Source: an optimization exercise on an open RTL-to-GDS flow (aim: small area). Production flows keep margins and buffers that such runs may drop.
At most, simulation tests tie the RTL to the original design; equivalence was not proved.
Only the layout flow was run in runs 3 to 7; the RTL was not checked for function there.
No activity file was given, so power comes from the tool's default toggle rates.

==> flow/design.v <==
module pll(
	input clk,
	input reset,
	input sig_in,
	input [6:0] phase_adj,      
	input [11:0] delay_adj,     
	input [15:0] default_freq,  
	output osc_out,
	output reg sig_bad,
	output [14-1:0] per_avg);
	reg [15:0] freq, freq_nxt, diff;
	reg        pd_up_d, pd_dn_d;
	reg        fb, fb_nxt, fb_d1, sig, sig_dly, sig_buf_dly, osc, osc_dly;
	reg        sig_bad_nxt;
	reg [768 - 1:0] sig_buffer;
	wire sig_buf = sig_buffer[768 - 1];
	reg [23:0] ctr, ctr_nxt, osc_nxt;
	reg [16:0] freq_nxt_x;
	assign osc_out = ctr[23];
	always @(*) begin
		ctr_nxt = ctr + {8'b0, freq};
		osc_nxt = ctr_nxt + {phase_adj, 17'b0};
		freq_nxt_x = {1'b0, freq} + {diff[15], diff};
		if(!reset)
			freq_nxt = default_freq;
		else if(freq_nxt_x[16])
			freq_nxt = 16'hFFFF;  
		else
			freq_nxt = freq_nxt_x[15:0];
	end
	always @(posedge clk or negedge reset) begin
		if(!reset) begin
			ctr     <= 24'b0;
			osc     <= 1'b0;
		end else begin
			ctr     <= ctr_nxt;
			osc     <= osc_nxt[23];
		end
	end
	always @(posedge clk) begin
		freq    <= freq_nxt;
		osc_dly <= osc;
		pd_up_d <= pd_up;
		pd_dn_d <= pd_dn;
	end
	reg [1:0] err, err_prev, err_dif;
	reg       pd_up, pd_up_nxt, pd_dn, pd_dn_nxt;
	wire sig_edge = sig_buf && !sig_buf_dly;
	wire fb_edge;
	always @(*) begin
		pd_up_nxt = ((pd_up && pd_dn) || sig_bad) ? 1'b0 : pd_up | sig_edge;
		pd_dn_nxt = ((pd_up && pd_dn) || sig_bad) ? 1'b0 : pd_dn | fb_edge;
		err      = {1'b0, pd_up} - {1'b0, pd_dn};
		err_prev = {1'b0, pd_up_d} - {1'b0, pd_dn_d};
		err_dif  = err - err_prev;
		diff     = {{9{err[1]}}, err, 5'b0} + {err_dif, 14'b0};
	end
	always @(posedge clk or negedge reset) begin
		if(!reset) begin
			pd_up   <= 1'b0;
			pd_dn   <= 1'b0;
		end else begin
			pd_up   <= pd_up_nxt;
			pd_dn   <= pd_dn_nxt;
		end
	end
	reg [11:0] dly_ctr, dly_ctr_nxt;
	always @(*) begin
		dly_ctr_nxt = dly_ctr;
		fb_nxt = fb;
		if(osc ^ osc_dly)
			dly_ctr_nxt = dly_ctr;
		else begin
			if(!dly_ctr)
				fb_nxt = osc;
			else
				dly_ctr_nxt = dly_ctr - 1;
			if(osc_nxt[23] ^ osc)
				dly_ctr_nxt = delay_adj;
		end
	end
	always @(posedge clk or negedge reset) begin
		if(!reset) begin
			dly_ctr   <= 12'b0;
			sig       <= 1'b0;
		end else begin
			dly_ctr   <= dly_ctr_nxt;
			sig       <= sig_in;
		end
	end
	always @(posedge clk) begin
		fb          <= fb_nxt;
		sig_dly     <= sig;
		sig_buf_dly <= sig_buf;
		fb_d1       <= fb;
	end
	reg [14-1:0] per_buffer[4 - 1:0];
	reg [14-1:0] per_ctr, per_ctr_nxt, trn_ctr, trn_ctr_nxt;
	reg     [9:0] bad_ctr, bad_ctr_nxt;
	reg    [11:0] post_bad_ctr, post_bad_ctr_nxt;
	reg     [3:0] flush_ctr, flush_ctr_nxt;
	reg           per_upd, per_upd_nxt, per_upd_d, post_bad_cnt, post_bad_cnt_nxt;
	wire [14:0] per_buf_sum00 = {1'b0, per_buffer[0]} + {1'b0, per_buffer[1]};
	wire [14:0] per_buf_sum01 = {1'b0, per_buffer[2]} + {1'b0, per_buffer[3]};
	wire [14:0] per_buf_sum10 = {1'b0, per_buf_sum00[14:1]} + {1'b0, per_buf_sum01[14:1]};
	wire [14-1:0] per_avg_r = per_buf_sum10[14:1];
	assign per_avg = reset ? per_avg_r : 14'b0;
	wire not_flushed = |(flush_ctr);
	always @(*) begin
		if(per_upd_d)
			per_ctr_nxt = 14'b0;
		else
			per_ctr_nxt = per_ctr + 1;
		per_upd_nxt = fb && !fb_d1;
		if(per_upd_nxt && not_flushed)
			flush_ctr_nxt = flush_ctr - 1;
		else
			flush_ctr_nxt = flush_ctr;
		if(sig ^ sig_dly)
			trn_ctr_nxt = 1'b0;
		else if(trn_ctr == 14'h3FFF)
			trn_ctr_nxt = trn_ctr;
		else
			trn_ctr_nxt = trn_ctr + 1;
		if((sig ^ sig_dly && (trn_ctr < {2'b0, per_avg_r[14-1:2]})) ||
		   (trn_ctr > per_avg_r) || not_flushed)
			bad_ctr_nxt = 768;
		else if(bad_ctr == 10'b0)
			bad_ctr_nxt = 10'b0;
		else
			bad_ctr_nxt = bad_ctr - 1;
		post_bad_ctr_nxt = post_bad_ctr;
		post_bad_cnt_nxt = post_bad_cnt;
		if(bad_ctr) begin
			post_bad_ctr_nxt = per_avg_r[14-1:2];
		end else if(post_bad_ctr && (post_bad_cnt || fb_edge)) begin
			post_bad_ctr_nxt = post_bad_ctr - 1;
			post_bad_cnt_nxt = 1'b1;
		end else if(!post_bad_ctr) begin
			post_bad_ctr_nxt = 12'b0;
			post_bad_cnt_nxt = 1'b0;
		end
		sig_bad_nxt = (|(bad_ctr)) || (|(post_bad_ctr));
	end
	always @(posedge clk or negedge reset) begin
		if(!reset) begin
			trn_ctr      <= 14'b0;
			per_upd      <= 1'b1;
			bad_ctr      <= 10'b0;
			sig_bad      <= 1'b0;
			post_bad_ctr <= 12'b0;
			post_bad_cnt <= 1'b0;
			flush_ctr    <= 8;
		end else begin
			trn_ctr      <= trn_ctr_nxt;
			per_upd      <= per_upd_nxt;
			bad_ctr      <= bad_ctr_nxt;
			sig_bad      <= sig_bad_nxt;
			post_bad_ctr <= post_bad_ctr_nxt;
			post_bad_cnt <= post_bad_cnt_nxt;
			flush_ctr    <= flush_ctr_nxt;
		end
	end
	integer i;
	always @(posedge clk) begin
		per_upd_d <= per_upd;
		per_ctr   <= per_ctr_nxt;
		if(per_upd_d) begin
			for(i = 0; i < 4 - 1; i = i + 1)
				per_buffer[i + 1] <= per_buffer[i];
			per_buffer[0] <= per_ctr;
		end
		sig_buffer <= {sig_buffer[768-2:0], sig_dly};
	end
	reg [2:0] fe_n, fe_n_nxt;
	reg [9:0] fe_ctr, fe_ctr_nxt, fe_gap;
	reg [2:0] fe_sel;
	assign fb_edge = (fe_n != 3'd0) && (fe_ctr == 10'd0);
	always @(*) begin
		fe_sel = fe_n - {2'b0, per_upd | per_upd_d};
		case(fe_sel)
			3'd1:    fe_gap = {8'b10111111, per_upd, !per_upd};
			3'd2:    fe_gap = per_buffer[0][9:0];
			3'd3:    fe_gap = per_buffer[1][9:0];
			default: fe_gap = per_buffer[2][9:0];
		endcase
		fe_n_nxt = fe_n + {2'b0, per_upd_nxt} - {2'b0, fb_edge};
		if(fb_edge && fe_n != 3'd1)
			fe_ctr_nxt = fe_gap;
		else if(per_upd_nxt && (fe_n == 3'd0 || fb_edge))
			fe_ctr_nxt = 768 - 1;
		else
			fe_ctr_nxt = fe_ctr - 1;
	end
	always @(posedge clk or negedge reset) begin
		if(!reset)
			fe_n <= 3'd0;
		else
			fe_n <= fe_n_nxt;
	end
	always @(posedge clk)
		fe_ctr <= fe_ctr_nxt;
endmodule
==> flow/flow/run.sh <==
#!/bin/bash
# Standard ORFS layout, with two changes: CTS uses small clock buffers in
# larger clusters and no dummy loads, and the port buffers are the smallest
# buffer cell.
set -euo pipefail
export CTS_ARGS="-sink_clustering_enable -repair_clock_nets -dont_use_dummy_load -buf_list sky130_fd_sc_hd__clkbuf_8 -sink_clustering_size 20 -sink_clustering_max_diameter 50"
export BUFFER_PORTS_ARGS="-buffer_cell sky130_fd_sc_hd__buf_1"
bash standard.sh synth > synth.log 2>&1
bash standard.sh finish > finish.log 2>&1
==> flow/standard.sh <==
#!/bin/bash
# synth_recipe.tcl (not shown) runs the flow's synth.tcl, then flattens the netlist and writes it again
# the make line also repeats each setting of config.mk as NAME=value (left out here)
make -C /OpenROAD-flow-scripts/flow DESIGN_CONFIG=/design/flow/config.mk WORK_HOME=/design/flow/orfs CLKGATE_MAP_FILE= SYNTH_SCRIPT=/design/flow/synth_recipe.tcl "${@:-finish}"
==> flow/config.mk <==
export PLATFORM = sky130hd
export DESIGN_NAME = pll
export DESIGN_NICKNAME = pll
export VERILOG_FILES = /design/flow/design.v
export SDC_FILE = /design/flow/constraint.sdc
export NUM_CORES = 4
export LEC_CHECK = 0
export CAP_MARGIN = 20
export CORE_MARGIN = 2
export CORE_UTILIZATION = 45
export SLEW_MARGIN = 20
==> flow/constraint.sdc <==
create_clock -name core_clock -period 10.0 [get_ports {clk}]
set_input_delay 2.0000 -clock core_clock [delete_from_list [all_inputs] [get_ports {clk}]]
set_output_delay 2.0000 -clock core_clock [all_outputs]
set_load 0.01 [all_outputs]
==> results.sh, run 1 <==
export IMPL_ys_warn_count=2
export IMPL_wl_per_cell_um=13.8
export IMPL_whs_endpoint="sig_buffer[755]"
export IMPL_crit_required_ns=8.00
export IMPL_crit_buf_inv=1
export IMPL_drc=0
export IMPL_maxSlewHeadroom=0.300
export IMPL_ios=54
export IMPL_cts_root_buffer="clkbuf_8"
export IMPL_maxCapViolCount=0
export IMPL_crit_chain="and2_1, fa_1, a21o_1, a21oi_1, o21bai_1, a21oi_1, nor2b_1, o21a_1, nor3_1, nor2_1, o41ai_1, xnor2_1, ha_1, and3_1, a221oi_1, o31ai_2, a21o_1, a21oi_1, nor2_1, buf_1"
export IMPL_ctsHoldBuffers=0
export IMPL_cts_resized=0
export IMPL_syn_inst=1995
export IMPL_dpl_hpwl_um=24900
export IMPL_ys_async_sr_fraction=0.0898
export IMPL_clockBufferDepth=3
export IMPL_cts_sinks=958
export IMPL_fmax_ghz=0.137
export IMPL_fin_util=0.488
export IMPL_place_inst=2802
export IMPL_fin_ws_ns=2.69
export IMPL_dp_slack_ns=3.36
export IMPL_finalSetupViolCount=0
export IMPL_final_nets=2245
export IMPL_cts_htree_levels=3
export IMPL_worstSetupEndpointType="primary output"
export IMPL_p_per_area_nw_per_um2=227
export IMPL_dieWidth_um=250
export IMPL_ys_ff_latch=958
export IMPL_synth_seq_area_share=0.745
export IMPL_setup_tns_ns=0
export IMPL_dieArea_um2=62300
export IMPL_cts_buffers=76
export IMPL_slew_violations=0
export IMPL_insertedDiodeCount=0
export IMPL_layout_drive_gt1_share=0.0558
export IMPL_finalClockSkew_ns=0.0649
export IMPL_cp_max_fo=7
export IMPL_hold_path_class="flop to flop"
export IMPL_cts_setup_buffers=0
export IMPL_syn_nets=2142
export IMPL_drtPass1Iterations=5
export IMPL_static_leakage_power_uw=0.0117
export IMPL_worstHoldStart="sig_buffer[754]"
export IMPL_die_h_um=250
export IMPL_cp_top_family="compound AO/OA/AOI/OAI gates"
export IMPL_vias=13600
export IMPL_postSynthAreaPerCell_um2=13.6
export IMPL_synthesis_area_um2=27100
export IMPL_post_drt_via_cell_ratio=4.73
export IMPL_rsz0062_at_grt="false"
export IMPL_p_int_uw=5000
export IMPL_pwr_share_comb=0.120
export IMPL_area_growth_pct=7.86
export IMPL_timing_rr_start="freq[0]"
export IMPL_wl_um=39800
export IMPL_finalCriticalPeriod_ns=7.31
export IMPL_synth_cell_type_count=84
export IMPL_dr_first_iter_drc_count=665
export IMPL_rows=90
export IMPL_path_clk_slew_ns=0.11
export IMPL_tightest_slew_ns=1.05
export IMPL_path_class="flop to primary output"
export IMPL_sequentialPowerShare=0.615
export IMPL_r2r_end="dly_ctr[10]"
export IMPL_synth_edf_count=62
export IMPL_core_um2=60000
export IMPL_grt_pass1_wl_um=68100
export IMPL_gp_congestion=0.879
export IMPL_slowest_delay_ns=0.44
export IMPL_final_common_cell="dfxtp_1"
export IMPL_hold_worst_slack_ns=0.278
export IMPL_hold_viol_final=0
export IMPL_cts_tree="done"
export IMPL_crit_arrival_ns=5.31
export IMPL_finalNonFillerCells=2878
export IMPL_layout_common_cells="dfxtp_1 (809), nor2_1 (125), ha_1 (102), a21oi_1 (93), dfrtp_1 (84)"
export IMPL_path_common_cell="a21oi_1"
export IMPL_portBuffers=53
export IMPL_start_kind="flop"
export IMPL_reg2reg_setup_slack_ns=3.60
export IMPL_min_path_cells=0
export IMPL_fin_crit_sh=0.731
export IMPL_initial_core_util=0.452
export IMPL_grt_overflow_total=0
export IMPL_ys_flop_type="dfxtp_1"
export IMPL_sw_frac_of_total=0.247
export IMPL_r2r_cells=24
export IMPL_peakVddDrop_mv=0.103
export IMPL_clk_latency_ns=0.63
export IMPL_grt_use_total=0.131
export IMPL_first_global_vias=13800
export IMPL_switchingPower_uw=1640
export IMPL_ant_nets=0
export IMPL_antenna_found_initial=0
export IMPL_grt_max_degree=83
export IMPL_status="finished clean"
export IMPL_power_frac_clock=0.265
export IMPL_cp_slowest_cell="edfxtp_1"
worst max-delay path by stage:
stage	start	to	slack, ns	cells after the start
floorplan	per_buffer[0][0]	per_avg[13]	4.01	19
global placement	per_buffer[0][0]	per_avg[13]	3.41	20
detailed placement	per_buffer[0][0]	per_avg[13]	3.36	20
CTS	per_buffer[1][0]	per_avg[13]	2.62	20
global route	per_buffer[1][0]	per_avg[13]	2.12	20
finish	per_buffer[1][0]	per_avg[13]	2.69	20
power groups by stage:
stage | Combinational, µW | Clock [µW] | Sequential (µW)
floorplan | 649 | 0 | 4130
global placement | 777 | 0 | 4160
detailed placement | 800 | 0 | 4170
CTS | 804 | 1860 | 4080
global route | 908 | 2000 | 4100
finish | 799 | 1760 | 4080
cells by family after synthesis:
| family | synth area share |
|---|---|
| mux | 0.00148 |
| flops | 0.745 |
| fa+ha+maj | 0.0533 |
| xor+xnor | 0.0413 |
| buf+inv | 0.0144 |
| compound gates | 0.0731 |
| simple gates | 0.0710 |
synth_stat cells, types with 6 or more instances:
cell type / number / area, µm²
a211oi_1: 6 / 45.0
a21o_1: 27 / 203
a21oi_1: 93 / 465
a31oi_1: 23 / 144
and2_1: 7 / 43.8
and3_1: 14 / 87.6
buf_2: 6 / 30.0
clkbuf_1: 26 / 97.6
dfrtp_1: 84 / 2100
dfxtp_1: 810 / 16200
edfxtp_1: 62 / 1860
fa_1: 7 / 140
ha_1: 102 / 1280
inv_1: 64 / 240
nand2_1: 70 / 263
nand2b_1: 14 / 87.6
nand3_1: 23 / 115
nand4_1: 8 / 50.1
nor2_1: 125 / 469
nor2b_1: 24 / 150
nor3_1: 55 / 275
nor3b_1: 7 / 52.6
o21a_1: 7 / 52.6
o21ai_0: 57 / 285
o21bai_1: 7 / 52.6
o221ai_1: 7 / 61.3
o22ai_1: 22 / 138
o31ai_1: 8 / 60.1
or2_2: 7 / 43.8
or3_1: 9 / 56.3
xnor2_1: 76 / 666
xor2_1: 49 / 429
routing by layer:
layer / routed length (µm) / global-route usage / share of wire / vias to the layer above
li1: - / - / - / 6903
met1: 20200 / 0.184 / 0.51 / 6404
met2: 16700 / 0.198 / 0.42 / 210
met3: 1680 / 0.0268 / 0.042 / 87
met4: 1130 / 0.0542 / 0.028 / 0
met5: 0 / 0 / 0 / -
layout make-up:
| type | count | area [µm²] |
|---|---|---|
| Multi-Input combinational cell | 938 | 6520 |
| Fill cell | 5223 | 30700 |
| Sequential cell | 958 | 20200 |
| Clock buffer | 76 | 1050 |
| Tap cell | 782 | 978 |
| Timing Repair Buffer | 59 | 248 |
| Inverter | 65 | 244 |
flip-flops by register name, summed over array words and instances, names as in the netlist, 3 cells and up:
name,flops
ctr,24
per_buffer,56
dly_ctr,12
fe_n,3
post_bad_ctr,12
sig_buffer,768
bad_ctr,10
flush_ctr,4
per_ctr,14
freq,16
trn_ctr,14
fe_ctr,10
through the flow:
stage | area (µm²) | power [µW]
floorplan | 27100 | 4780
global placement | 28200 | 4940
detailed placement | 28200 | 4970
CTS | 29300 | 6750
global route | 29300 | 7010
finish | 29300 | 6640
==> inputs of run 2 (changes only) <==
--- a/flow/config.mk
+++ b/flow/config.mk
@@ -7,2 +7,3 @@
 export LEC_CHECK = 0
+export ABC_AREA = 1
 export CAP_MARGIN = 20
==> run 2 against run 1 <==
Compared with the run above:
- clock-buffer cell count rose by 1
- register-to-register slack improved by 1.4 ns
- synthesized area rose by 0.34%
- non-clock buffer count fell by 2
- sequential power barely moved
==> results.sh, run 2 <==
export IMPL_core_um2=60100
export IMPL_path_class="flop to primary output"
export IMPL_syn_nets=2372
export IMPL_die_h_um=250
export IMPL_tightest_slew_ns=0.849
export IMPL_drtPass1Iterations=5
export IMPL_ys_warn_count=2
export IMPL_reg_top3="sig_buffer (768), per_buffer (56), ctr (24)"
export IMPL_top_register="sig_buffer"
export IMPL_clockBufferDepth=3
export IMPL_synthesis_area_um2=27200
export IMPL_peakVddDrop_mv=0.0982
export IMPL_p_per_area_nw_per_um2=234
export IMPL_hold_path_class="flop to flop"
export IMPL_cp_max_fo=5
export IMPL_power_total_uw=6890
export IMPL_worstSetupEndpointType="primary output"
export IMPL_final_nets=2495
export IMPL_area_growth_pct=8.08
export IMPL_multi_input_area_um2=6170
export IMPL_finalSetupViolCount=0
export IMPL_ys_ff_latch=958
export IMPL_finalClockSkew_ns=0.0801
export IMPL_cts_sinks=958
export IMPL_drc=0
export IMPL_maxSlewHeadroom=0.430
export IMPL_place_inst=3051
export IMPL_static_leakage_power_uw=0.0125
export IMPL_synth_top_area_frac=0.595
export IMPL_timing_rr_start="per_buffer[0][0]"
export IMPL_r2r_end="bad_ctr[6]"
export IMPL_cts_setup_buffers=0
export IMPL_dieWidth_um=250
export IMPL_wl_um=40800
export IMPL_wl_per_cell_um=13.0
export IMPL_synth_most_common_cell="dfxtp_1"
export IMPL_antenna_found_initial=0
export IMPL_synth_seq_area_share=0.743
export IMPL_gp_congestion=0.833
export IMPL_fin_crit_sh=0.652
export IMPL_grt_pass1_wl_um=69600
export IMPL_slew_violations=0
export IMPL_synthTopCellsByArea="dfxtp_1 (60%), dfrtp_1 (7.7%), edfxtp_1 (6.8%)"
export IMPL_worstHoldStart="sig_buffer[764]"
export IMPL_cts_resized=0
export IMPL_grt_util_met3=0.0312
export IMPL_crit_required_ns=8.00
export IMPL_finalNonFillerCells=3128
export IMPL_ios=54
export IMPL_postSynthAreaPerCell_um2=12.2
export IMPL_whs_endpoint="sig_buffer[765]"
export IMPL_grt_max_degree=63
export IMPL_cts_htree_levels=3
export IMPL_rows=90
export IMPL_first_global_vias=14300
export IMPL_nFillCells=5347
export IMPL_maxCapViolCount=0
export IMPL_cts_buffers=77
export IMPL_layout_common_cells="dfxtp_1 (809), nand2_1 (286), inv_1 (199), nor2_1 (171), a21oi_1 (105)"
export IMPL_seqCellArea_um2=20200
export IMPL_fmax_ghz=0.153
export IMPL_ctsHoldBuffers=0
export IMPL_synth_common_cells="dfxtp_1 (810), nand2_1 (286), inv_1 (199), nor2_1 (171), a21oi_1 (105)"
export IMPL_cts_root_buffer="clkbuf_8"
export IMPL_met2_usage=0.200
export IMPL_post_drt_via_cell_ratio=4.58
export IMPL_r2r_cells=32
export IMPL_reg2reg_setup_slack_ns=5.05
export IMPL_grt_util_met1=0.191
export IMPL_syn_inst=2225
export IMPL_initial_core_util=0.453
export IMPL_dr_first_iter_drc_count=781
export IMPL_path_clk_slew_ns=0.10
export IMPL_insertedDiodeCount=0
export IMPL_final_common_cell="dfxtp_1"
export IMPL_finalCriticalPeriod_ns=6.52
export IMPL_min_path_cells=0
export IMPL_cts_tree="done"
export IMPL_grt_busiest_layer="met2"
export IMPL_synth_edf_count=62
export IMPL_ys_flop_type="dfxtp_1"
export IMPL_dpl_hpwl_um=26400
export IMPL_grt_use_total=0.134
export IMPL_crit_arrival_ns=4.52
export IMPL_synth_cell_type_count=49
export IMPL_synth_largest_area_cell="dfxtp_1"
export IMPL_setup_tns_ns=0
export IMPL_dieArea_um2=62500
export IMPL_portBuffers=53
export IMPL_ant_nets=0
export IMPL_rsz0062_at_grt="false"
export IMPL_layout_drive_gt1_share=0.0460
export IMPL_largest_reg_flops=768
export IMPL_hold_worst_slack_ns=0.256
export IMPL_fin_util=0.489
export IMPL_grt_overflow_total=0
export IMPL_hold_viol_final=0
export IMPL_clk_latency_ns=0.66
export IMPL_status="finished clean"
export IMPL_vias=14300
export IMPL_start_kind="flop"
export IMPL_ys_async_sr_fraction=0.0898
run 2: cell type report:
type | instances | area share
clock buffer | 77 | 0.0360
timing repair buffer | 57 | 0.00791
tap | 782 | 0.0332
sequential | 958 | 0.687
multi-input combinational | 1051 | 0.209
inverter | 203 | 0.0259
run 2: how the worst max path moves through the flow:
stage,startpoint,end,slack (ns)
2_1_floorplan,per_buffer[0][2],per_avg[12],4.80
3_3_place_gp,per_buffer[0][2],per_avg[12],4.22
3_5_place_dp,per_buffer[0][2],per_avg[12],4.12
4_1_cts,per_buffer[0][2],per_avg[12],3.34
5_1_grt,per_buffer[0][2],per_avg[12],2.89
6_report,per_buffer[2][2],per_avg[12],3.48
run 2: per-layer routing:
metal | vias up | part of all wire
met3 | 83 | 0.041
met4 | 0 | 0.029
met2 | 232 | 0.41
met1 | 6657 | 0.52
met5 | - | 0
li1 | 7364 | -
run 2: kinds of logic after synthesis:
logic type / count (synthesis) / share of synthesized area
compound gates: 228 / 0.0482
xor+xnor: 92 / 0.0296
fa+ha+maj: 109 / 0.0520
buf+inv: 216 / 0.0306
flops: 958 / 0.743
simple gates: 622 / 0.0966
run 2: critical path, cell delays in order, from the launching register on:
cell and delay [ns]:
edfxtp_1 0.45, ha_1 0.38, nand2_1 0.07, o21ai_0 0.25
a21oi_1 0.12, o21bai_1 0.22, a21oi_1 0.14, nor2_1 0.10
nor2_1 0.05, o21bai_1 0.27, nand4_1 0.17, nand2_1 0.10
nand2_1 0.05, nand2_1 0.05, inv_1 0.04, ha_1 0.35
inv_1 0.07, nor3_1 0.20, and2_1 0.15, nand2_1 0.08
nand3_1 0.11, nand2_1 0.12, nor2_1 0.13, buf_1 0.17
run 2: stage by stage:
step	area, µm²	setup slack (ns)
2_1_floorplan	27200	4.80
3_3_place_gp	28400	4.22
3_5_place_dp	28400	4.12
4_1_cts	29400	3.34
5_1_grt	29400	2.89
6_report	29400	3.48
run 2: power breakdown:
part | internal (µW) | total (µW) | switching (µW) | leakage [µW]
Combinational | 380 | 1010 | 631 | 0.00378
Sequential | 4010 | 4100 | 97.0 | 0.00820
Clock | 690 | 1780 | 1090 | 0.000554
Total | 5080 | 6890 | 1810 | 0.0125
==> inputs of run 3 (changes only) <==
--- a/flow/design.v
+++ b/flow/design.v
@@ -66,3 +66,3 @@
 	end
-	reg [11:0] dly_ctr, dly_ctr_nxt;
+	reg [11:0] dly_ctr, dly_ctr_nxt, dly_ctr_max;
 	always @(*) begin
@@ -71,11 +71,7 @@
 		if(osc ^ osc_dly)
-			dly_ctr_nxt = dly_ctr;
-		else begin
-			if(!dly_ctr)
-				fb_nxt = osc;
-			else
-				dly_ctr_nxt = dly_ctr - 1;
-			if(osc_nxt[23] ^ osc)
-				dly_ctr_nxt = delay_adj;
-		end
+			dly_ctr_nxt = dly_ctr_max;
+		else if(!dly_ctr)
+			fb_nxt = osc;
+		else
+			dly_ctr_nxt = dly_ctr - 1;
 	end
@@ -92,2 +88,3 @@
 		fb          <= fb_nxt;
+		dly_ctr_max <= delay_adj;
 		sig_dly     <= sig;
--- a/flow/config.mk
+++ b/flow/config.mk
@@ -7,3 +7,2 @@
 export LEC_CHECK = 0
-export ABC_AREA = 1
 export CAP_MARGIN = 20
==> run 3 against run 2 <==
Compared with the run above:
- synthesized cell count is 11% lower
- register-to-register slack worse by 1.3 ns
- maximum frequency is 14% lower
- non-clock buffer count is 5 higher
- critical path depth is 2 lower
- sequential cell count is 12 higher
- setup slack worse by 1.1 ns
- synthesized area stayed put
- worst hold slack better by 0.032 ns
- largest cell class unchanged
==> results.sh, run 3 <==
export IMPL_cts_buffers=75
export IMPL_maxCapViolCount=0
export IMPL_finalNonFillerCells=2865
export IMPL_ys_ff_latch=970
export IMPL_yosys_area_share_simple=0.0725
export IMPL_hold_path_class="flop to flop"
export IMPL_place_inst=2789
export IMPL_path_class="flop to primary output"
export IMPL_synth_mux_area_frac=0.00115
export IMPL_portBuffers=53
export IMPL_top_register="sig_buffer"
export IMPL_crit_chain="and2_1, fa_1, a21o_1, a21oi_1, o21bai_1, a21oi_1, nor2b_1, o21a_1, o31a_1, nor2_1, xnor2_1, ha_1, a21oi_1, o21ai_1, a211oi_1, nor2b_1, o21ai_0, nand2b_1, a21oi_1, nor2_1, buf_1"
export IMPL_grt_use_total=0.132
export IMPL_crit_arrival_ns=5.61
export IMPL_cts_resized=0
export IMPL_dieWidth_um=250
export IMPL_post_dp_cell_area_um2=28400
export IMPL_final_common_cell="dfxtp_1"
export IMPL_final_nets=2231
export IMPL_p_per_area_nw_per_um2=225
export IMPL_syn_nets=2121
export IMPL_synth_xor_area_frac=0.0370
export IMPL_path_common_cell="a21oi_1"
export IMPL_finalClockSkew_ns=0.0955
export IMPL_status="finished clean"
export IMPL_nFillCells=5179
export IMPL_hold_viol_final=0
export IMPL_clk_latency_ns=0.68
export IMPL_first_global_vias=13700
export IMPL_grt_overflow_total=0
export IMPL_maxSlewHeadroom=0.350
export IMPL_cts_root_buffer="clkbuf_8"
export IMPL_crit_required_ns=8.00
export IMPL_synth_edf_count=62
export IMPL_gp_congestion=0.821
export IMPL_post_drt_via_cell_ratio=4.75
export IMPL_drc=0
export IMPL_multi_input_area_um2=6390
export IMPL_ant_nets=0
export IMPL_wl_per_cell_um=14.1
export IMPL_grt_max_degree=72
export IMPL_worstSetupEndpointType="primary output"
export IMPL_vias=13600
export IMPL_grt_pass1_wl_um=68400
export IMPL_ys_warn_count=2
export IMPL_dpl_hpwl_um=25200
export IMPL_fin_crit_sh=0.761
export IMPL_slowest_delay_ns=0.54
export IMPL_synth_fa_ha_area_frac=0.0520
export IMPL_cts_tree="done"
export IMPL_cts_htree_levels=3
export IMPL_layout_drive_gt1_share=0.0629
export IMPL_synth_most_common_cell="dfxtp_1"
export IMPL_synth_seq_area_share=0.752
export IMPL_synth_compound_area_share=0.0714
export IMPL_design_area_um2=29400
export IMPL_area_growth_pct=8.05
export IMPL_synthesis_area_um2=27200
export IMPL_crit_buf_inv=1
export IMPL_layout_common_cells="dfxtp_1 (821), nor2_1 (119), ha_1 (102), dfrtp_1 (84), clkbuf_8 (75)"
export IMPL_ctsHoldBuffers=0
export IMPL_clockBufferDepth=3
export IMPL_dr_first_iter_drc_count=710
export IMPL_ys_flop_type="dfxtp_1"
export IMPL_rows=90
export IMPL_cts_setup_buffers=0
export IMPL_fmax_ghz=0.131
export IMPL_antenna_found_initial=1
export IMPL_postSynthAreaPerCell_um2=13.8
export IMPL_synth_largest_area_cell="dfxtp_1"
export IMPL_reg_top3="sig_buffer (768), per_buffer (56), ctr (24)"
export IMPL_synth_common_cells="dfxtp_1 (822), nor2_1 (119), ha_1 (102), dfrtp_1 (84), xnor2_1 (75)"
export IMPL_cp_top_family="compound AO/OA/AOI/OAI gates"
export IMPL_synth_cell_type_count=88
export IMPL_start_kind="flop"
export IMPL_largest_reg_flops=768
export IMPL_finalSetupViolCount=0
export IMPL_slew_violations=0
export IMPL_synthTopCellsByArea="dfxtp_1 (60%), dfrtp_1 (7.7%), edfxtp_1 (6.8%)"
export IMPL_synth_top_area_frac=0.604
export IMPL_finalCriticalPeriod_ns=7.61
export IMPL_static_leakage_power_uw=0.0118
export IMPL_core_um2=60100
export IMPL_seqCellArea_um2=20500
export IMPL_ios=54
export IMPL_rsz0062_at_grt="false"
export IMPL_syn_inst=1974
export IMPL_cts_sinks=970
export IMPL_tightest_slew_ns=0.968
export IMPL_die_h_um=250
export IMPL_dieArea_um2=62500
export IMPL_peakVddDrop_mv=0.0905
export IMPL_initial_core_util=0.453
export IMPL_wl_um=40400
export IMPL_ys_async_sr_fraction=0.0887
export IMPL_cp_slowest_cell="a21oi_1"
export IMPL_cp_max_fo=10
export IMPL_drtPass1Iterations=5
export IMPL_synth_top_family_by_area="simple AND/OR/NAND/NOR gates"
export IMPL_setup_tns_ns=0
export IMPL_path_clk_slew_ns=0.09
[run 3: report_power, final]
group / leakage, µW / switching (µW) / internal [µW] / total, µW
combinational: 0.00300 / 408 / 314 / 722
sequential: 0.00828 / 95.7 / 4030 / 4120
clock: 0.000539 / 1090 / 673 / 1760
[run 3: area by class of cell]
type,count,area share
sequential,970,0.696
multi-input combinational,902,0.217
clock buffer,75,0.0351
tap,782,0.0333
inverter,73,0.00931
timing repair buffer,62,0.00918
antenna,1,0.0000850
[run 3: through the flow]
stage                util  hold slack (ns)  power [µW]  setup slack [ns]
finish              0.489            0.288        6610              2.39
global route        0.489            0.287        6970              1.90
CTS                 0.489            0.282        6710              2.25
detailed placement  0.472            0.312        4940              2.93
global placement    0.472            0.311        4900              3.09
floorplan               -            0.310        4750              3.89
[run 3: path summary, 6_finish.rpt]
| path | start | end | slack, ns | depth (start not counted) |
|---|---|---|---|---|
| setup / recovery | per_buffer[0][0] | per_avg[13] | 2.39 | 21 |
| hold / removal | sig_buffer[760] | sig_buffer[761] | 0.29 | 0 |
| setup reg to reg | per_buffer[0][0] | bad_ctr[8] | 3.72 | 25 |
| hold reg to reg | sig_buffer[760] | sig_buffer[761] | 0.29 | 0 |
| max in group asynchronous | reset | ctr[5] | 7.16 | 3 |
| min in group asynchronous | reset | fe_n[2] | 1.65 | 2 |
[run 3: cells by family after synthesis]
logic type	Yosys count
AO/OA/AOI/OAI	290
adder cells (fa/ha/maj)	109
buffers and inverters	102
flip-flops	970
multiplexers	3
AND/OR/NAND/NOR	388
XOR/XNOR	112
[run 3: per-layer routing]
metal	vias to the layer above	wire, µm	GRT usage
li1	6875	-	-
met1	6428	20500	0.187
met2	212	17000	0.196
met3	85	1700	0.0271
met4	0	1190	0.0573
met5	-	0	0
==> inputs of run 4 (changes only) <==
--- a/flow/flow/run.sh
+++ b/flow/flow/run.sh
@@ -5,3 +5,3 @@
 set -euo pipefail
-export CTS_ARGS="-sink_clustering_enable -repair_clock_nets -dont_use_dummy_load -buf_list sky130_fd_sc_hd__clkbuf_8 -sink_clustering_size 20 -sink_clustering_max_diameter 50"
+export CTS_ARGS="-sink_clustering_enable -repair_clock_nets -dont_use_dummy_load -buf_list sky130_fd_sc_hd__clkbuf_8 -sink_clustering_size 24 -sink_clustering_max_diameter 35"
 export BUFFER_PORTS_ARGS="-buffer_cell sky130_fd_sc_hd__buf_1"
--- a/flow/config.mk
+++ b/flow/config.mk
@@ -9,3 +9,3 @@
 export CORE_MARGIN = 2
-export CORE_UTILIZATION = 45
+export CORE_UTILIZATION = 60
 export SLEW_MARGIN = 20
==> run 4 against run 3 <==
Compared with the run above:
- still clean
- setup slack worse by 0.035 ns
- combinational power increased by 1%
- non-clock buffer count shrank 3
- clock power increased by 17%
- power up 4.7%
- synthesized cell count unchanged
- global-route usage increased by 4.0 points
- clock-buffer cell count rose by 32
- core utilization up 17 points
- register-to-register slack lost 0.03 ns
- sequential cell count stayed put
- maximum frequency decreased by 0.46%
==> results.sh, run 4 <==
export IMPL_status="finished clean"
export IMPL_syn_inst=1974
export IMPL_top_layer="met4"
export IMPL_gp_congestion=0.840
export IMPL_grt_overflow_total=0
export IMPL_ys_warn_count=2
export IMPL_first_global_vias=13700
export IMPL_synth_cell_type_count=88
export IMPL_cts_htree_levels=3
export IMPL_die_h_um=217
export IMPL_crit_required_ns=8.00
export IMPL_clk_latency_ns=0.68
export IMPL_portBuffers=53
export IMPL_synthTopCellsByArea="dfxtp_1 (60%), dfrtp_1 (7.7%), edfxtp_1 (6.8%)"
export IMPL_synth_largest_area_cell="dfxtp_1"
export IMPL_cts_tree="done"
export IMPL_pwr_share_comb=0.105
export IMPL_slew_violations=0
export IMPL_cts_resized=0
export IMPL_wl_met1_um=19600
export IMPL_dpl_hpwl_um=23900
export IMPL_dp_slack_ns=3.07
export IMPL_design_area_um2=29600
export IMPL_wl_met3_um=1520
export IMPL_finalSetupViolCount=0
export IMPL_cts_setup_buffers=0
export IMPL_peakVddDrop_mv=0.168
export IMPL_dieArea_um2=47100
export IMPL_post_dp_cell_area_um2=28100
export IMPL_syn_nets=2121
export IMPL_finalCriticalPeriod_ns=7.65
export IMPL_grt_use_total=0.171
export IMPL_grt_pass1_wl_um=66200
export IMPL_hold_path_class="flop to flop"
export IMPL_fin_crit_sh=0.765
export IMPL_top_register="sig_buffer"
export IMPL_clockBufferDepth=3
export IMPL_cts_buffers=107
export IMPL_path_clk_slew_ns=0.08
export IMPL_sw_frac_of_total=0.236
export IMPL_ios=54
export IMPL_crit_arrival_ns=5.65
export IMPL_reg_top3="sig_buffer (768), per_buffer (56), ctr (24)"
export IMPL_insertedDiodeCount=0
export IMPL_area_growth_pct=8.74
export IMPL_synth_seq_area_share=0.752
export IMPL_crit_buf_inv=1
export IMPL_synth_most_common_cell="dfxtp_1"
export IMPL_ys_ff_latch=970
export IMPL_ys_async_sr_fraction=0.0887
export IMPL_finalClockSkew_ns=0.0742
export IMPL_switchingPower_uw=1630
export IMPL_dr_wl_met2_um=16800
export IMPL_setup_tns_ns=0
export IMPL_drtPass1Iterations=5
export IMPL_path_class="flop to primary output"
export IMPL_synth_common_cells="dfxtp_1 (822), nor2_1 (119), ha_1 (102), dfrtp_1 (84), xnor2_1 (75)"
export IMPL_cp_top_family="compound AO/OA/AOI/OAI gates"
export IMPL_fin_ws_ns=2.35
export IMPL_layout_common_cells="dfxtp_1 (821), nor2_1 (119), clkbuf_8 (107), ha_1 (102), dfrtp_1 (84)"
export IMPL_start_kind="flop"
export IMPL_core_um2=45100
export IMPL_path_common_cell="a21oi_1"
export IMPL_wl_um=38900
export IMPL_maxCapViolCount=0
export IMPL_maxSlewHeadroom=0.342
export IMPL_fmax_ghz=0.131
export IMPL_wl_per_cell_um=14.3
export IMPL_dr_first_iter_drc_count=716
export IMPL_power_frac_clock=0.298
export IMPL_final_nets=2260
export IMPL_dieWidth_um=217
export IMPL_drc=0
export IMPL_rsz0062_at_grt="false"
export IMPL_post_drt_via_cell_ratio=5.07
export IMPL_layout_drive_gt1_share=0.0758
export IMPL_tightest_slew_ns=0.981
export IMPL_power_total_uw=6920
export IMPL_ctsHoldBuffers=0
export IMPL_initial_core_util=0.604
export IMPL_cts_sinks=970
export IMPL_slowest_delay_ns=0.50
export IMPL_p_per_area_nw_per_um2=234
export IMPL_final_common_cell="dfxtp_1"
export IMPL_sequentialPowerShare=0.596
export IMPL_static_leakage_power_uw=0.0120
export IMPL_ys_flop_type="dfxtp_1"
export IMPL_finalNonFillerCells=2711
export IMPL_cp_max_fo=10
export IMPL_synth_edf_count=62
export IMPL_p_int_uw=5290
export IMPL_largest_reg_flops=768
export IMPL_ant_nets=0
export IMPL_nFillCells=3390
export IMPL_synth_top_area_frac=0.604
export IMPL_grt_max_degree=82
export IMPL_postSynthAreaPerCell_um2=13.8
export IMPL_hold_viol_final=0
export IMPL_crit_chain="and2_1, fa_1, a21o_1, a21oi_1, o21bai_1, a21oi_1, nor2b_1, o21a_1, o31a_1, nor2_1, xnor2_1, ha_1, a21oi_1, o21ai_1, a211oi_1, nor2b_1, o21ai_0, nand2b_1, a21oi_1, nor2_1, buf_1"
export IMPL_cts_root_buffer="clkbuf_8"
export IMPL_rows=78
export IMPL_worstSetupEndpointType="primary output"
export IMPL_vias=13700
export IMPL_synthesis_area_um2=27200
export IMPL_antenna_found_initial=0
export IMPL_place_inst=2604
export IMPL_cp_slowest_cell="a21oi_1"
run 4: cell counts after synthesis:
No cell type changed its count.
run 4: logic make-up after synthesis:
group	synth area share
flops	0.752
buf+inv	0.0142
compound gates	0.0714
mux	0.00115
xor+xnor	0.0370
fa+ha+maj	0.0520
simple gates	0.0725
run 4: final timing paths:
path | cells past startpoint | from | to | slack, ns
max | 21 | per_buffer[0][0] | per_avg[13] | 2.35
min | 0 | sig_buffer[15] | sig_buffer[16] | 0.27
max reg2reg | 26 | per_buffer[0][0] | bad_ctr[8] | 3.69
min reg2reg | 0 | sig_buffer[15] | sig_buffer[16] | 0.27
max in group asynchronous | 2 | reset | dly_ctr[2] | 7.26
min in group asynchronous | 1 | reset | bad_ctr[5] | 1.34
run 4: area by class of cell:
class | count | area, µm² | share of cell area
Multi-Input combinational cell | 902 | 6390 | 0.216
Clock buffer | 107 | 1470 | 0.0497
Tap cell | 600 | 751 | 0.0254
Sequential cell | 970 | 20500 | 0.691
Timing Repair Buffer | 59 | 248 | 0.00837
Inverter | 73 | 274 | 0.00925
run 4: worst register-to-register path: stages (launching register included):
cell,delay (ns)
edfxtp_1,0.44
and2_1,0.20
fa_1,0.40
a21o_1,0.18
a21oi_1,0.26
o21bai_1,0.10
a21oi_1,0.22
nor2b_1,0.07
o21a_1,0.18
o31a_1,0.27
nor2_1,0.13
xnor2_1,0.10
ha_1,0.46
a21oi_1,0.30
o21ai_1,0.19
a211oi_1,0.44
nor2b_1,0.09
o21ai_0,0.16
nand2b_1,0.07
a21oi_1,0.50
ha_1,0.26
nand3b_1,0.13
a21o_1,0.12
a31oi_1,0.05
a32oi_1,0.32
nand4_4,0.24
a211o_1,0.29
run 4: per-layer routing:
layer,vias up,GRT usage
li1,6945,-
met1,6505,0.246
met2,216,0.253
met3,79,0.0419
met4,0,0.0662
met5,-,0
run 4: per-stage QoR:
| step | hold WS, ns | util |
|---|---|---|
| CTS | 0.268 | 0.657 |
| global route | 0.258 | 0.657 |
| detailed placement | 0.312 | 0.624 |
| global placement | 0.311 | 0.624 |
| floorplan | 0.310 | - |
| finish | 0.269 | 0.657 |
run 4: power groups by stage:
stage / Combinational [µW] / Clock [µW] / Sequential, µW
final: 729 / 2060 / 4130
after CTS: 733 / 2160 / 4130
after global placement: 704 / 0 / 4210
after global routing: 821 / 2310 / 4140
after detailed placement: 728 / 0 / 4210
after floorplan: 580 / 0 / 4180
==> inputs of run 5 (changes only) <==
--- a/flow/design.v
+++ b/flow/design.v
@@ -9,5 +9,4 @@
 	output reg sig_bad,
-	output [14-1:0] per_avg);
+	output reg [14-1:0] per_avg);
 	reg [15:0] freq, freq_nxt, diff;
-	reg        pd_up_d, pd_dn_d;
 	reg        fb, fb_nxt, fb_d1, sig, sig_dly, sig_buf_dly, osc, osc_dly;
@@ -34,2 +33,3 @@
 			osc     <= 1'b0;
+			osc_dly <= 1'b0;
 		end else begin
@@ -37,12 +37,9 @@
 			osc     <= osc_nxt[23];
-		end
-	end
-	always @(posedge clk) begin
-		freq    <= freq_nxt;
-		osc_dly <= osc;
-		pd_up_d <= pd_up;
-		pd_dn_d <= pd_dn;
-	end
+			osc_dly <= osc;
+		end
+	end
+	always @(posedge clk)
+		freq <= freq_nxt;
 	reg [1:0] err, err_prev, err_dif;
-	reg       pd_up, pd_up_nxt, pd_dn, pd_dn_nxt;
+	reg       pd_up, pd_up_nxt, pd_dn, pd_dn_nxt, pd_up_d, pd_dn_d;
 	wire sig_edge = sig_buf && !sig_buf_dly;
@@ -61,2 +58,4 @@
 			pd_dn   <= 1'b0;
+			pd_up_d <= 1'b0;
+			pd_dn_d <= 1'b0;
 		end else begin
@@ -64,2 +63,4 @@
 			pd_dn   <= pd_dn_nxt;
+			pd_up_d <= pd_up;
+			pd_dn_d <= pd_dn;
 		end
@@ -80,2 +81,3 @@
 			dly_ctr   <= 12'b0;
+			fb        <= 1'b0;
 			sig       <= 1'b0;
@@ -83,2 +85,3 @@
 			dly_ctr   <= dly_ctr_nxt;
+			fb        <= fb_nxt;
 			sig       <= sig_in;
@@ -87,3 +90,2 @@
 	always @(posedge clk) begin
-		fb          <= fb_nxt;
 		dly_ctr_max <= delay_adj;
@@ -98,3 +100,3 @@
 	reg     [3:0] flush_ctr, flush_ctr_nxt;
-	reg           per_upd, per_upd_nxt, per_upd_d, post_bad_cnt, post_bad_cnt_nxt;
+	reg           per_upd, per_upd_nxt, post_bad_cnt, post_bad_cnt_nxt;
 	wire [14:0] per_buf_sum00 = {1'b0, per_buffer[0]} + {1'b0, per_buffer[1]};
@@ -102,7 +104,5 @@
 	wire [14:0] per_buf_sum10 = {1'b0, per_buf_sum00[14:1]} + {1'b0, per_buf_sum01[14:1]};
-	wire [14-1:0] per_avg_r = per_buf_sum10[14:1];
-	assign per_avg = reset ? per_avg_r : 14'b0;
 	wire not_flushed = |(flush_ctr);
 	always @(*) begin
-		if(per_upd_d)
+		if(per_upd)
 			per_ctr_nxt = 14'b0;
@@ -121,4 +121,4 @@
 			trn_ctr_nxt = trn_ctr + 1;
-		if((sig ^ sig_dly && (trn_ctr < {2'b0, per_avg_r[14-1:2]})) ||
-		   (trn_ctr > per_avg_r) || not_flushed)
+		if((sig ^ sig_dly && (trn_ctr < {2'b0, per_avg[14-1:2]})) ||
+		   (trn_ctr > per_avg) || not_flushed)
 			bad_ctr_nxt = 768;
@@ -131,3 +131,3 @@
 		if(bad_ctr) begin
-			post_bad_ctr_nxt = per_avg_r[14-1:2];
+			post_bad_ctr_nxt = per_avg[14-1:2];
 		end else if(post_bad_ctr && (post_bad_cnt || fb_edge)) begin
@@ -143,3 +143,5 @@
 		if(!reset) begin
+			per_ctr      <= 14'b0;
 			trn_ctr      <= 14'b0;
+			per_avg      <= 14'b0;
 			per_upd      <= 1'b1;
@@ -151,3 +153,5 @@
 		end else begin
+			per_ctr      <= per_ctr_nxt;
 			trn_ctr      <= trn_ctr_nxt;
+			per_avg      <= per_buf_sum10[14:1];
 			per_upd      <= per_upd_nxt;
@@ -162,5 +166,3 @@
 	always @(posedge clk) begin
-		per_upd_d <= per_upd;
-		per_ctr   <= per_ctr_nxt;
-		if(per_upd_d) begin
+		if(per_upd) begin
 			for(i = 0; i < 4 - 1; i = i + 1)
@@ -176,5 +178,5 @@
 	always @(*) begin
-		fe_sel = fe_n - {2'b0, per_upd | per_upd_d};
+		fe_sel = fe_n - {2'b0, per_upd};
 		case(fe_sel)
-			3'd1:    fe_gap = {8'b10111111, per_upd, !per_upd};
+			3'd1:    fe_gap = per_ctr[9:0];
 			3'd2:    fe_gap = per_buffer[0][9:0];
==> flow/run.sh (new file) <==
#!/bin/bash
# synth_recipe.tcl (not shown) runs the flow's synth.tcl, then flattens the netlist and writes it again
# the make line also repeats each setting of config.mk as NAME=value (left out here)
make -C /OpenROAD-flow-scripts/flow DESIGN_CONFIG=/design/flow/config.mk WORK_HOME=/design/flow/orfs CLKGATE_MAP_FILE= SYNTH_SCRIPT=/design/flow/synth_recipe.tcl finish
--- a/flow/config.mk
+++ b/flow/config.mk
@@ -9,3 +9,3 @@
 export CORE_MARGIN = 2
-export CORE_UTILIZATION = 60
+export CORE_UTILIZATION = 45
 export SLEW_MARGIN = 20
removed: flow/flow/run.sh
removed: flow/standard.sh
==> run 5 against run 4 <==
Compared with the run above:
- critical path depth decreased by 7
- still clean
- largest power group unchanged
- via count fell by 1.4%
- first-iteration DRC count shrank 13%
- largest cell class unchanged
- synthesized area grew 0.51%
- sequential cell count up 13
- clock power grew 68%
- cell area is 8.1% higher
- setup slack better by 3.7 ns
- sequential share of layout area decreased by 3.9 points
- combinational power up 76%
==> results.sh, run 5 <==
export IMPL_status="finished clean"
export IMPL_worstSetupEndpointType="flop"
export IMPL_finalSetupViolCount=0
export IMPL_finalCriticalPeriod_ns=3.95
export IMPL_tightest_slew_ns=0.906
export IMPL_ios=54
export IMPL_static_leakage_power_uw=0.0132
export IMPL_rows=90
export IMPL_synthTopCellsByArea="dfxtp_1 (59%), dfrtp_1 (11%), edfxtp_1 (6.7%)"
export IMPL_synth_cell_type_count=78
export IMPL_dr_first_iter_drc_count=621
export IMPL_fin_crit_sh=0.395
export IMPL_synthesis_area_um2=27400
export IMPL_grt_max_degree=77
export IMPL_drtPass1Iterations=4
export IMPL_start_kind="flop"
export IMPL_synth_largest_area_cell="dfxtp_1"
export IMPL_dpl_hpwl_um=24600
export IMPL_core_um2=60200
export IMPL_largest_reg_flops=768
export IMPL_wl_um=40500
export IMPL_synth_edf_count=61
export IMPL_top_register="sig_buffer"
export IMPL_peakVddDrop_mv=0.160
export IMPL_syn_inst=1918
export IMPL_gp_congestion=0.820
export IMPL_postSynthAreaPerCell_um2=14.3
export IMPL_cts_sinks=983
export IMPL_grt_use_total=0.134
export IMPL_syn_nets=2075
export IMPL_cts_htree_levels=3
export IMPL_clk_latency_ns=0.63
export IMPL_synth_common_cells="dfxtp_1 (804), dfrtp_1 (116), ha_1 (113), nor2_1 (111), nand2_1 (75)"
export IMPL_antenna_found_initial=1
export IMPL_finalClockSkew_ns=0.0168
export IMPL_path_class="flop to flop"
export IMPL_ant_nets=0
export IMPL_initial_core_util=0.454
export IMPL_vias=13600
export IMPL_cts_root_buffer="clkbuf_16"
export IMPL_crit_arrival_ns=4.51
export IMPL_grt_overflow_total=0
export IMPL_fmax_ghz=0.253
export IMPL_crit_required_ns=10.55
export IMPL_post_drt_via_cell_ratio=4.66
export IMPL_cts_buffers=91
export IMPL_ys_warn_count=2
export IMPL_first_global_vias=13900
export IMPL_dieArea_um2=62800
export IMPL_final_common_cell="dfxtp_1"
export IMPL_ys_async_sr_fraction=0.120
export IMPL_synth_top_area_frac=0.588
export IMPL_synth_seq_area_share=0.763
export IMPL_hold_path_class="flop to flop"
export IMPL_cts_resized=0
export IMPL_layout_common_cells="dfxtp_1 (804), dfrtp_1 (116), ha_1 (113), nor2_1 (111), clkbuf_16 (94)"
export IMPL_area_growth_pct=16.9
export IMPL_crit_chain="ha_1, fa_1, a21oi_1, o21ai_1, a21oi_1, o22ai_1, a221o_1, o211ai_1, xnor2_1, ha_1, and3_1, a221o_1, a221oi_2, xor2_1"
export IMPL_cts_setup_buffers=0
export IMPL_maxCapViolCount=0
export IMPL_cp_slowest_cell="fa_1"
export IMPL_dieWidth_um=251
export IMPL_layout_drive_gt1_share=0.0893
export IMPL_path_clk_slew_ns=0.06
export IMPL_hold_viol_final=0
export IMPL_portBuffers=53
export IMPL_slowest_delay_ns=0.42
export IMPL_ys_ff_latch=983
export IMPL_hold_worst_slack_ns=0.318
export IMPL_drc=0
export IMPL_final_nets=2210
export IMPL_cts_tree="done"
export IMPL_grt_pass1_wl_um=69000
export IMPL_clockBufferDepth=3
export IMPL_reg_top3="sig_buffer (768), per_buffer (56), ctr (24)"
export IMPL_rsz0062_at_grt="false"
export IMPL_p_per_area_nw_per_um2=285
export IMPL_ys_flop_type="dfxtp_1"
export IMPL_ctsHoldBuffers=0
export IMPL_synth_most_common_cell="dfxtp_1"
export IMPL_cp_max_fo=4
export IMPL_maxSlewHeadroom=0.396
export IMPL_die_h_um=251
export IMPL_wl_per_cell_um=13.9
export IMPL_slew_violations=0
export IMPL_setup_tns_ns=0
export IMPL_insertedDiodeCount=0
==> run 5: metal layers <==
metal	track usage	vias up	share of wire
met5	0	-	0
met4	0.0522	0	0.032
met3	0.0363	107	0.049
met2	0.196	193	0.42
met1	0.190	6430	0.50
li1	-	6828	-
==> run 5: power breakdown <==
| part | internal (µW) | switching [µW] | total [µW] |
|---|---|---|---|
| registers | 4180 | 192 | 4370 |
| clock network | 2020 | 1440 | 3460 |
| logic | 577 | 707 | 1280 |
==> run 5: stage by stage <==
stage,cells,util,total power [µW],setup slack (ns),cell area (µm²)
after CTS,2910,0.531,9230,6.04,32000
after global routing,2910,0.531,9570,5.72,32000
after detailed placement,2742,0.479,5730,5.86,28900
after floorplan,1918,-,5340,6.44,27400
final,2910,0.531,9120,6.05,32000
after global placement,2742,0.479,5690,5.95,28900
==> run 5: area by class of cell <==
class / count / area [µm²]
Inverter: 54 / 203
Fill cell: 4936 / 28200
Timing Repair Buffer: 60 / 584
Clock buffer: 129 / 2680
Sequential cell: 983 / 20900
Tap cell: 782 / 978
Clock inverter: 39 / 443
Multi-Input combinational cell: 863 / 6230
==> run 5: final timing paths <==
kind	slack, ns	cells after the start	start	end
max	6.05	14	freq[0]	osc
min	0.32	0	sig_buffer[651]	sig_buffer[652]
max reg2reg	6.05	14	freq[0]	osc
min reg2reg	0.32	0	sig_buffer[651]	sig_buffer[652]
max in group asynchronous	7.24	2	reset	trn_ctr[6]
min in group asynchronous	1.39	1	reset	ctr[3]
==> run 5: critical path: cells and delay by family (launching register included) <==
family	cells	cell delay, ns
DFF	1	0.38
AOI/OAI and AO/OA	8	2.04
adders and majority gates	3	0.95
xor gates and xnor gates	2	0.34
and+or+nand+nor	1	0.18
==> run 5: cells by family (layout without fill, tap and decap cells) <==
| family | after synthesis | after routing | share of synthesized area |
|---|---|---|---|
| DFF | 983 | 983 | 0.763 |
| adders and majority gates | 119 | 119 | 0.0560 |
| AOI/OAI and AO/OA | 259 | 259 | 0.0636 |
| buffers and inverters | 72 | 282 | 0.0101 |
| and+or+nand+nor | 353 | 353 | 0.0639 |
| xor gates and xnor gates | 118 | 118 | 0.0383 |
| muxes | 14 | 14 | 0.00517 |
==> inputs of run 6 (changes only) <==
--- a/flow/config.mk
+++ b/flow/config.mk
@@ -10,2 +10,3 @@
 export CORE_UTILIZATION = 45
+export CTS_BUF_LIST = sky130_fd_sc_hd__clkbuf_4
 export SLEW_MARGIN = 20
==> run 6 against run 5 <==
Compared with the run above:
- sequential cell count did not move
- critical path depth fell by 13
- largest cell class unchanged
- sequential power barely moved
- still clean
- core utilization fell by 0.36 points
- clock-buffer cell count rose by 208
- largest power group unchanged
==> results.sh, run 6 <==
export IMPL_status="finished clean"
export IMPL_nFillCells=5065
export IMPL_cts_resized=0
export IMPL_reg2reg_setup_slack_ns=6.03
export IMPL_largest_reg_flops=768
export IMPL_crit_required_ns=8.00
export IMPL_start_kind="flop"
export IMPL_postSynthAreaPerCell_um2=14.3
export IMPL_portBuffers=53
export IMPL_grt_overflow_total=0
export IMPL_grt_use_total=0.140
export IMPL_cts_sinks=983
export IMPL_fin_ws_ns=5.95
export IMPL_synthTopCellsByArea="dfxtp_1 (59%), dfrtp_1 (11%), edfxtp_1 (6.7%)"
export IMPL_final_common_cell="dfxtp_1"
export IMPL_reg_top3="sig_buffer (768), per_buffer (56), ctr (24)"
export IMPL_cts_tree="done"
export IMPL_crit_arrival_ns=2.05
export IMPL_ys_warn_count=2
export IMPL_hold_path_class="flop to flop"
export IMPL_finalClockSkew_ns=0.0592
export IMPL_power_total_uw=8680
export IMPL_grt_pass1_wl_um=71600
export IMPL_synth_cell_type_count=78
export IMPL_area_growth_pct=16.2
export IMPL_synth_common_cells="dfxtp_1 (804), dfrtp_1 (116), ha_1 (113), nor2_1 (111), nand2_1 (75)"
export IMPL_syn_nets=2075
export IMPL_dp_slack_ns=5.86
export IMPL_clk_latency_ns=0.97
export IMPL_dpl_hpwl_um=24600
export IMPL_finalCriticalPeriod_ns=4.05
export IMPL_layout_common_cells="dfxtp_1 (804), clkbuf_4 (337), dfrtp_1 (116), ha_1 (113), nor2_1 (111)"
export IMPL_finalNonFillerCells=3157
export IMPL_ys_flop_type="dfxtp_1"
export IMPL_place_inst=2742
export IMPL_grt_max_degree=77
export IMPL_tightest_slew_ns=0.885
export IMPL_post_dp_cell_area_um2=28900
export IMPL_ys_async_sr_fraction=0.120
export IMPL_setup_tns_ns=0
export IMPL_design_area_um2=31800
export IMPL_vias=14300
export IMPL_dieArea_um2=62800
export IMPL_ios=54
export IMPL_maxSlewHeadroom=0.410
export IMPL_layout_drive_gt1_share=0.169
export IMPL_finalSetupViolCount=0
export IMPL_first_global_vias=15100
export IMPL_post_drt_via_cell_ratio=4.54
export IMPL_synth_seq_area_share=0.763
export IMPL_gp_congestion=0.820
export IMPL_slew_violations=0
export IMPL_drc=0
export IMPL_path_clk_slew_ns=0.06
export IMPL_cts_root_buffer="clkbuf_4"
export IMPL_synthesis_area_um2=27400
export IMPL_synth_edf_count=61
export IMPL_ys_ff_latch=983
export IMPL_ant_nets=0
export IMPL_cts_buffers=225
export IMPL_fin_crit_sh=0.405
export IMPL_crit_buf_inv=1
export IMPL_synth_top_area_frac=0.588
export IMPL_maxCapViolCount=0
export IMPL_static_leakage_power_uw=0.0134
export IMPL_top_register="sig_buffer"
export IMPL_dieWidth_um=251
export IMPL_die_h_um=251
export IMPL_antenna_found_initial=3
export IMPL_wl_um=41500
export IMPL_cts_setup_buffers=0
export IMPL_clockBufferDepth=3
export IMPL_cts_htree_levels=4
export IMPL_peakVddDrop_mv=0.138
export IMPL_cp_top_family="buffers and inverters"
export IMPL_wl_per_cell_um=13.1
export IMPL_path_class="flop to primary output"
export IMPL_fmax_ghz=0.247
export IMPL_p_per_area_nw_per_um2=273
export IMPL_initial_core_util=0.454
export IMPL_rsz0062_at_grt="false"
export IMPL_slowest_delay_ns=0.60
export IMPL_drtPass1Iterations=5
export IMPL_crit_chain="clkdlybuf4s50_1"
export IMPL_hold_viol_final=0
export IMPL_cp_max_fo=2
export IMPL_dr_first_iter_drc_count=712
export IMPL_core_um2=60200
export IMPL_worstSetupEndpointType="primary output"
export IMPL_rows=90
export IMPL_synth_largest_area_cell="dfxtp_1"
export IMPL_cp_slowest_cell="clkdlybuf4s50_1"
export IMPL_syn_inst=1918
export IMPL_synth_most_common_cell="dfxtp_1"
export IMPL_final_nets=2344
export IMPL_ctsHoldBuffers=0
==> run 6: cell counts after synthesis <==
Identical to the previous run, type by type.
==> run 6: worst paths after layout <==
kind	start	end	depth (start not counted)
worst max-delay path	per_avg[8]	per_avg[8]	1
worst min-delay path	sig_buffer[684]	sig_buffer[685]	0
worst max register to register	freq[0]	osc	14
worst min register to register	sig_buffer[684]	sig_buffer[685]	0
max in group asynchronous	reset	trn_ctr[7]	2
min in group asynchronous	reset	ctr[7]	1
==> run 6: through the flow <==
| stage | util | hold WS, ns |
|---|---|---|
| after detailed placement | 0.479 | 0.312 |
| after CTS | 0.527 | 0.283 |
| after global routing | 0.528 | 0.275 |
| final | 0.528 | 0.298 |
| after global placement | 0.479 | 0.310 |
| after floorplan | - | 0.310 |
==> run 6: logic make-up after synthesis <==
family / count (synthesis) / synth area share
AOI/OAI and AO/OA: 259 / 0.0636
DFF: 983 / 0.763
adders and majority gates: 119 / 0.0560
buffers and inverters: 72 / 0.0101
xor gates and xnor gates: 118 / 0.0383
and+or+nand+nor: 353 / 0.0639
muxes: 14 / 0.00517
==> run 6: final cells by class <==
class / count / area (µm²) / share of cell area
Antenna cell: 2 / 5.00 / 0.000157
Clock buffer: 337 / 2530 / 0.0796
Clock inverter: 76 / 378 / 0.0119
Inverter: 54 / 203 / 0.00637
Multi-Input combinational cell: 863 / 6230 / 0.196
Sequential cell: 983 / 20900 / 0.657
Tap cell: 782 / 978 / 0.0308
Timing Repair Buffer: 60 / 584 / 0.0184
==> run 6: per-layer routing <==
metal | vias to the layer above | wire length [µm] | global-route usage
li1 | 7259 | - | -
met1 | 6744 | 20800 | 0.188
met2 | 271 | 17600 | 0.198
met3 | 72 | 2150 | 0.0498
met4 | 0 | 909 | 0.0731
met5 | - | 0 | 0
==> run 6: where the power goes <==
| part | internal, µW | switching [µW] | leakage, µW |
|---|---|---|---|
| registers | 4170 | 191 | 0.00853 |
| logic | 577 | 705 | 0.00315 |
| clock network | 1580 | 1460 | 0.00174 |
==> inputs of run 7 (changes only) <==
==> flow/flow/run.sh (new file) <==
#!/bin/bash
# Standard ORFS layout, with two changes: CTS uses small clock buffers and no
# dummy loads, and the port buffers are the smallest buffer cell.
set -euo pipefail
export CTS_ARGS="-sink_clustering_enable -repair_clock_nets -dont_use_dummy_load -buf_list sky130_fd_sc_hd__clkbuf_4"
export BUFFER_PORTS_ARGS="-buffer_cell sky130_fd_sc_hd__buf_1"
bash standard.sh synth > synth.log 2>&1
bash standard.sh finish > finish.log 2>&1
==> flow/standard.sh (new file) <==
#!/bin/bash
# synth_recipe.tcl (not shown) runs the flow's synth.tcl, then flattens the netlist and writes it again
# the make line also repeats each setting of config.mk as NAME=value (left out here)
make -C /OpenROAD-flow-scripts/flow DESIGN_CONFIG=/design/flow/config.mk WORK_HOME=/design/flow/orfs CLKGATE_MAP_FILE= SYNTH_SCRIPT=/design/flow/synth_recipe.tcl "${@:-finish}"
--- a/flow/config.mk
+++ b/flow/config.mk
@@ -10,3 +10,2 @@
 export CORE_UTILIZATION = 45
-export CTS_BUF_LIST = sky130_fd_sc_hd__clkbuf_4
 export SLEW_MARGIN = 20
removed: flow/run.sh
==> run 7 against run 6 <==
Compared with the run above:
- via count decreased by 1.8%
- clock skew up 0.049 ns
- still clean on timing, DRC and antenna
- wire length shrank 0.91%
- sequential power about the same
- die area is the same
- power down 9.3%
- critical endpoint is now osc
- setup slack improved by 0.034 ns
- combinational power hardly changed
- clock power fell by 25%
- synthesized cell count is the same
- core utilization down 2.5 points
- cell area shrank 4.7%
==> results.sh, run 7 <==
export IMPL_status="finished clean"
export IMPL_cp_max_fo=4
export IMPL_fmax_ghz=0.249
export IMPL_post_drt_via_cell_ratio=4.73
export IMPL_yosys_area_share_simple=0.0639
export IMPL_tightest_slew_ns=0.978
export IMPL_grt_overflow_total=0
export IMPL_first_global_vias=14800
export IMPL_synth_edf_count=61
export IMPL_core_um2=60200
export IMPL_synth_largest_area_cell="dfxtp_1"
export IMPL_crit_arrival_ns=4.86
export IMPL_min_path_cells=0
export IMPL_final_common_cell="dfxtp_1"
export IMPL_dieArea_um2=62800
export IMPL_startpoint="freq[0]"
export IMPL_dr_first_iter_drc_count=687
export IMPL_timing_rr_start="freq[0]"
export IMPL_synth_compound_area_share=0.0636
export IMPL_vias=14100
export IMPL_peakVddDrop_mv=0.0941
export IMPL_finalClockSkew_ns=0.109
export IMPL_maxCapViolCount=0
export IMPL_synth_top_area_frac=0.588
export IMPL_finalSetupViolCount=0
export IMPL_gp_congestion=0.804
export IMPL_ys_warn_count=2
export IMPL_initial_core_util=0.454
export IMPL_cp_slowest_cell="fa_1"
export IMPL_p_int_uw=5740
export IMPL_rows=90
export IMPL_grt_use_total=0.138
export IMPL_ant_nets=0
export IMPL_static_leakage_power_uw=0.0126
export IMPL_clk_latency_ns=1.02
export IMPL_synth_top_family_by_area="simple AND/OR/NAND/NOR gates"
export IMPL_synthTopCellsByArea="dfxtp_1 (59%), dfrtp_1 (11%), edfxtp_1 (6.7%)"
export IMPL_dp_slack_ns=5.71
export IMPL_p_per_area_nw_per_um2=260
export IMPL_sequentialPowerShare=0.553
export IMPL_syn_inst=1918
export IMPL_reg_top3="sig_buffer (768), per_buffer (56), ctr (24)"
export IMPL_cts_root_buffer="clkbuf_4"
export IMPL_antenna_found_initial=2
export IMPL_pwr_share_comb=0.159
export IMPL_r2r_cells=14
export IMPL_rsz0062_at_grt="false"
export IMPL_cts_htree_levels=4
export IMPL_power_total_uw=7880
export IMPL_largest_reg_flops=768
export IMPL_cts_buffers=229
export IMPL_clockBufferDepth=3
export IMPL_switchingPower_uw=2140
export IMPL_die_h_um=251
export IMPL_synthesis_area_um2=27400
export IMPL_grt_max_degree=75
export IMPL_fin_crit_sh=0.402
export IMPL_hold_path_class="flop to flop"
export IMPL_ys_ff_latch=983
export IMPL_drtPass1Iterations=5
export IMPL_wl_per_cell_um=13.8
export IMPL_top_register="sig_buffer"
export IMPL_cts_setup_buffers=0
export IMPL_ios=54
export IMPL_power_frac_clock=0.288
export IMPL_crit_chain="ha_1, fa_1, a21oi_1, o21ai_1, a21oi_1, o22ai_1, a221o_1, o211ai_1, xnor2_1, ha_1, and3_1, a221o_1, a221oi_2, xor2_1"
export IMPL_layout_common_cells="dfxtp_1 (804), clkbuf_4 (230), dfrtp_1 (116), ha_1 (113), nor2_1 (111)"
export IMPL_slowest_delay_ns=0.41
export IMPL_dpl_hpwl_um=24900
export IMPL_finalCriticalPeriod_ns=4.02
export IMPL_synth_fa_ha_area_frac=0.0560
export IMPL_worstSetupEndpointType="flop"
export IMPL_path_class="flop to flop"
export IMPL_hold_viol_final=0
export IMPL_dieWidth_um=251
export IMPL_fin_util=0.503
export IMPL_ctsHoldBuffers=0
export IMPL_portBuffers=53
export IMPL_maxSlewHeadroom=0.348
export IMPL_synth_mux_area_frac=0.00517
export IMPL_synth_most_common_cell="dfxtp_1"
export IMPL_syn_nets=2075
export IMPL_cts_resized=0
export IMPL_synth_xor_area_frac=0.0383
export IMPL_setup_tns_ns=0
export IMPL_synth_seq_area_share=0.763
export IMPL_crit_required_ns=10.85
export IMPL_final_nets=2349
export IMPL_start_kind="flop"
export IMPL_wl_um=41100
export IMPL_cts_sinks=983
export IMPL_slew_violations=0
export IMPL_grt_pass1_wl_um=70100
export IMPL_layout_drive_gt1_share=0.122
export IMPL_synth_cell_type_count=78
export IMPL_ys_async_sr_fraction=0.120
export IMPL_sw_frac_of_total=0.271
export IMPL_synth_common_cells="dfxtp_1 (804), dfrtp_1 (116), ha_1 (113), nor2_1 (111), nand2_1 (75)"
export IMPL_postSynthAreaPerCell_um2=14.3
export IMPL_drc=0
export IMPL_area_growth_pct=10.7
export IMPL_fin_ws_ns=5.98
export IMPL_path_clk_slew_ns=0.06
export IMPL_cts_tree="done"
export IMPL_worstHoldStart="sig_buffer[161]"
export IMPL_ys_flop_type="dfxtp_1"
-- run 7: power groups by stage --
stage                     clock (µW)  combinational [µW]  sequential, µW
after detailed placement           0                1260            4440
final                           2270                1250            4360
after CTS                       2420                1260            4360
after floorplan                    0                 948            4390
after global placement             0                1220            4430
after global routing            2600                1430            4380
-- run 7: worst paths after layout --
check | slack [ns] | end
max | 5.98 | osc
min | 0.23 | sig_buffer[162]
max reg2reg | 5.98 | osc
min reg2reg | 0.23 | sig_buffer[162]
max in group asynchronous | 7.19 | trn_ctr[2]
min in group asynchronous | 1.28 | ctr[1]
-- run 7: logic make-up (layout without fill, tap and decap cells) --
logic type	Yosys count	after routing
fa+ha+maj	119	119
simple gates	353	353
xor+xnor	118	118
other cells	0	4
buf+inv	72	344
flops	983	983
mux	14	14
compound gates	259	259
-- run 7: metrics by stage --
stage          instances  instance area [µm²]  hold WS [ns]
2_1_floorplan       1918                27400         0.310
3_3_place_gp        2743                28500         0.312
3_5_place_dp        2743                28600         0.312
4_1_cts             2972                30300         0.209
5_1_grt             2973                30300         0.194
6_report            2976                30300         0.226
-- run 7: layout make-up --
cell class | instances | area [µm²]
fillers | 5150 | 30000
well taps | 782 | 978
repair buffers | 61 | 263
multi-input cells | 863 | 6230
clock buffers | 229 | 1720
diodes | 4 | 10.0
inverters | 54 | 203
flip-flops and latches | 983 | 20900
-- run 7: layer usage --
layer	global-route usage	wire length [µm]	up-vias
met3	0.0521	2290	81
met2	0.192	17300	244
met1	0.183	20300	6657
met4	0.0782	1100	2
met5	0	12	-
li1	-	-	7102
-- run 7: worst max-delay path: cells and delay by family, from the launching register on --
kind                     cells  cell delay [ns]
flip-flops                   1             0.36
AO/OA/AOI/OAI                8             2.06
adder cells (fa/ha/maj)      3             0.94
XOR/XNOR                     2             0.35
AND/OR/NAND/NOR              1             0.19

Check on run 7: ideal ports give 5.985 ns setup slack; a clkbuf_16 on the clock port and buf_2 on the inputs give 5.985 ns; moving port delays by the midpoint clock arrival (1.007 ns) as well gives 5.831 ns.
